What follows belongs to an exercise in optimizing a design on an open flow for small area and a short achievable clock period; a production flow would make more cautious choices.
Function was not checked in any run shown here: the RTL went through the layout flow alone.

==> flow/design.v, too long to show whole: its modules and the start of the top module <==
// module clktrans: 38 lines
// module differpd: 32 lines
// module monostable: 39 lines
// module controldivfreq: 34 lines
// module syncout: 42 lines
// module BitSync: 52 lines
// module qpsk_demod: 3716 lines
module qpsk_demod (
    input         clk,
    input         rst,
    input  [15:0] in_i,
    input  [15:0] in_q,
    output [15:0] i_sync,
    output [15:0] q_sync,
    output        bit_sync,
    output [31:0] sym_iq
);
  // ...
==> flow/run.sh <==
#!/bin/bash
# synth_recipe.tcl (not shown) runs the flow's synth.tcl, then flattens the netlist and writes it again
# the make line also repeats each setting of config.mk as NAME=value (left out here)
make -C /OpenROAD-flow-scripts/flow DESIGN_CONFIG=/design/flow/config.mk WORK_HOME=/design/flow/orfs CLKGATE_MAP_FILE= SYNTH_SCRIPT=/design/flow/synth_recipe.tcl finish
==> flow/config.mk <==
export PLATFORM = sky130hd
export DESIGN_NAME = qpsk_demod
export DESIGN_NICKNAME = qpsk_demod
export VERILOG_FILES = /design/flow/design.v
export SDC_FILE = /design/flow/constraint.sdc
export NUM_CORES = 4
export LEC_CHECK = 0
export CAP_MARGIN = 20
export CORE_MARGIN = 2
export CORE_UTILIZATION = 40
export SLEW_MARGIN = 20
export SYNTH_MEMORY_MAX_BITS = 65536
==> flow/constraint.sdc <==
create_clock -name core_clock -period 8.5 [get_ports {clk}]
set_input_delay 1.7000 -clock core_clock [delete_from_list [all_inputs] [get_ports {clk}]]
set_output_delay 1.7000 -clock core_clock [all_outputs]
set_load 0.01 [all_outputs]
==> out/metrics.yaml, run 1 <==
finish:
  layout.cells.non_filler: 9047
  multi_input_area_um2: 32900
  layout_common_cells: "dfxtp_1, inv_1, a22oi_1, fa_1, xnor2_1"
  final_core_util: 0.454
  design.seq.count: 1768
  antenna_cells: 10
timing:
  timing.final.ws_setup_ps: 4240
worst_hold_path:
  min-delay-start: "dl[1036]$_DFF_P_"
  holdPathEnd: "dl[1053]$_DFF_P_"
worst_setup_path:
  startpoint_type: "register"
  worstPathArrival_ps: 4900
  cpMaxStageDelayCell: "clkinv_1"
grt:
  antenna_found_initial: 17
  gr-total-overflow: 0
  grtUsageMet3: 0.0554
cts:
  numCtsBuffers: 175
  clockBufferDepth: 3
route:
  drt-total-wl_um: 227000
placed_design:
  pre_cts_ws_ps: 4330
  finalWeightedCongestion: 0.965
yosys:
  synthSimpleGateAreaFrac: 0.0524
  synth_edf_count: 0
  syn_area_per_cell_um2: 11.2
  synth-seq-cells: 1768
run_status:
  status: "finished clean"
die:
  dieArea_um2: 187000
==> inputs of run 2 (changes only) <==
--- a/flow/config.mk
+++ b/flow/config.mk
@@ -8,5 +8,6 @@
 export CAP_MARGIN = 20
 export CORE_MARGIN = 2
 export CORE_UTILIZATION = 40
+export SETUP_SLACK_MARGIN = 5
 export SLEW_MARGIN = 20
 export SYNTH_MEMORY_MAX_BITS = 65536
==> out/metrics.yaml, run 2 <==
yosys:
  synth_edf_count: 0  # unchanged
  yosysSeqAreaShare: 0.494
  synth_top_cell_by_area: "dfxtp_1"
  synth_flop_cell: "dfxtp_1"
  synthTopCellsByArea: "dfxtp_1, fa_1, xnor2_1"
  ys_types: 92
  synthMostInstantiatedCell: "dfxtp_1"
  synth-seq-cells: 1768  # unchanged
  syn_area_um2: 73300
  syn_inst: 6529
  synth_top_area_frac: 0.439
  syn_area_per_cell_um2: 11.2  # unchanged
  yosysWarnings: 254
  async_flop_share: 0.0905
  synth_top_cells_by_count: "dfxtp_1, inv_1, a22oi_1, fa_1, xnor2_1"
  synth_nets: 7270
run_status:
  status: "finished clean"
grt:
  grt_pass1_wl_um: 334000
  grt_max_degree: 153
  gr-total-overflow: 0  # unchanged
  grt_use_total: 0.240
  first_global_vias: 50300
  antenna_found_initial: 19  # +2
worst_setup_path:
  timing_worst_setup_path_type: "reg2reg"
  path_buf_inv: 3
  startpoint_type: "register"
  cp_top_family: "compound AO/OA/AOI/OAI gates"
  crit_chain: "inv_1 -> ha_1 -> buf_4 -> nor2b_1 -> buf_4 -> nor3_1 -> o21ai_0 -> o211ai_1 -> o22ai_1 -> a21oi_1"
  critPathMaxStageDelay_ps: 770
  cpMaxStageDelayCell: "nor3_1"
  worstPathArrival_ps: 4320  # -580 ps
  cp_common_cell: "buf_4"
  cp_max_fo: 14
  worstSetupEndpointType: "register"
  crit_required_ps: 9180
cts:
  numCtsBuffers: 174  # -0.57%
  root_buffer: "clkbuf_16"
  clock_latency_ps: 850
  clockBufferDepth: 3  # unchanged
  cts.sinks: 1768
  path_clk_slew_ps: 70
  cts_max_level: 4
  cts_tree: "built"
route:
  antenna_left: 0
  routedWlPerCell_um: 25.1
  drtIter0Drc: 4711
  met1_length_um: 94700
  vias: 49500
  drt-total-wl_um: 228000  # +0.42%
  routed-wl-met2_um: 99300
  viasPerCell: 5.46
  dr.pass1.iters: 7
  wl_met3_um: 21500
  top_layer_used: "met5"
  drc: 0
finish:
  nets: 7263
  drive_gt1_frac: 0.0972
  largest_register_ffs: 1088
  layout_commonest_cell: "dfxtp_1"
  final_area_um2: 83500
  reg.largest.list: "dl x1088, iq_out_bitsync x32, acc x26"
  layout_common_cells: "dfxtp_1, inv_1, a22oi_1, fa_1, xnor2_1"
  fill_cells: 16700
  areaGrowthSynthToFinish_pct: 13.9
  largest_register: "dl"
placed_design:
  post-dp-hpwl_um: 147000
  port_buffers: 98
  finalWeightedCongestion: 1.01  # +4.9%
  post_dp_cell_area_um2: 76600
die:
  rows: 157
  fp.dieW_um: 432
  die_height_um: 432
  io_pins: 99
  initial_core_util: 0.402
  core-area_um2: 182000
  dieArea_um2: 187000  # unchanged
worst_hold_path:
  hold_path.class: "reg2reg"
timing:
  clock_skew_ps: 87.2
  final.min_clock_period_ps: 3640
  setup_tns_ps: 0
  hold_viol: 0
  worst_pin_slew_ps: 1200
  relSlewSlack: 0.197
  rsz0062_at_grt: "false"
  fmax_ghz: 0.275
  slew_violations: 0
  setup_viol: 0
  min_period_over_period: 0.428
run:
  max_cap_viol_count: 0
run 2: cell counts after synthesis:
No cell type changed its count.
run 2: timing repair:
item,4_1_cts,5_1_grt
hold buffers,0,0
pin swaps,1,2
gates resized for setup,105,52
setup endpoints to repair,133,48
gates cloned,2,0
setup buffers,17,11
run 2: stage by stage:
step / hold WS, ps / std cells / setup WS [ps] / utilization
floorplan: 310 / 6529 / 4770 / -
global placement: 310 / 8700 / 4390 / 0.420
CTS: 260 / 9041 / 5000 / 0.456
detailed placement: 312 / 8700 / 4380 / 0.420
finish: 267 / 9065 / 4860 / 0.458
global route: 263 / 9060 / 4990 / 0.458
run 2: per-layer routing:
layer  vias to the layer above  global-route usage
li1                      21700                   -
met3                       649              0.0634
met4                         8               0.119
met2                      2458               0.361
met1                     24700               0.318
met5                         -                   0
run 2: final timing paths:
path | from | to | slack (ps) | depth (start not counted)
min in group asynchronous | rst | iq_out_bitsync[16]$_DFFE_PP0P_ | 1280 | 2
max in group asynchronous | rst | im_o[0]$_DFF_PP0_ | 5760 | 3
setup reg to reg | a4[1]$_DFF_P_ | v[2]$_DFF_P_ | 4860 | 10
hold / removal | dl[532]$_DFF_P_ | dl[549]$_DFF_P_ | 270 | 0
hold reg to reg | dl[532]$_DFF_P_ | dl[549]$_DFF_P_ | 270 | 0
setup / recovery | a4[1]$_DFF_P_ | v[2]$_DFF_P_ | 4860 | 10
run 2: layout make-up:
class	count	area, µm²	share of cell area
diodes	12	30.0	0.000360
clock inverters	86	1230	0.0147
repair buffers	262	2540	0.0304
clock buffers	236	4900	0.0587
flip-flops and latches	1768	36300	0.435
inverters	646	2450	0.0293
multi-input cells	3670	33000	0.396
well taps	2385	2980	0.0357
run 2: cell families after synthesis:
group,count (synthesis),synth area share
AOI/OAI and AO/OA,1375,0.128
adders and majority gates,711,0.171
xor gates and xnor gates,688,0.0822
buffers and inverters,1091,0.0572
DFF,1768,0.494
and+or+nand+nor,800,0.0524
muxes,96,0.0163

[static timing again, ports no longer ideal]
The flow's constraints put no driver on any port. The routed layouts listed below were extracted and timed again, unchanged, in two steps.
Step 1 assumes that a clkbuf_16 drives the clock port and a buf_2 every other input.
Step 2, shift: input delay + t, output delay - t, t = (earliest + latest rising clock arrival at the registers) / 2. This alone moves slack from input paths to output paths.
a / b / c = ideal / step 1 / step 2; a / b = the first two.
run | shift t [ns] | setup WS [ns] | slew at the worst register clock pin (ns) | worst slew at a driven data input, ns | pins driven straight from the clock port
run 1 | 0.887 | 4.245 / 4.245 / 4.245 | 0.08 / 0.08 | 0.19 | 1
run 2 | 0.891 | 4.862 / 4.862 / 4.862 | 0.07 / 0.07 | 0.19 | 1
After both steps setup and hold are still met in every run listed.
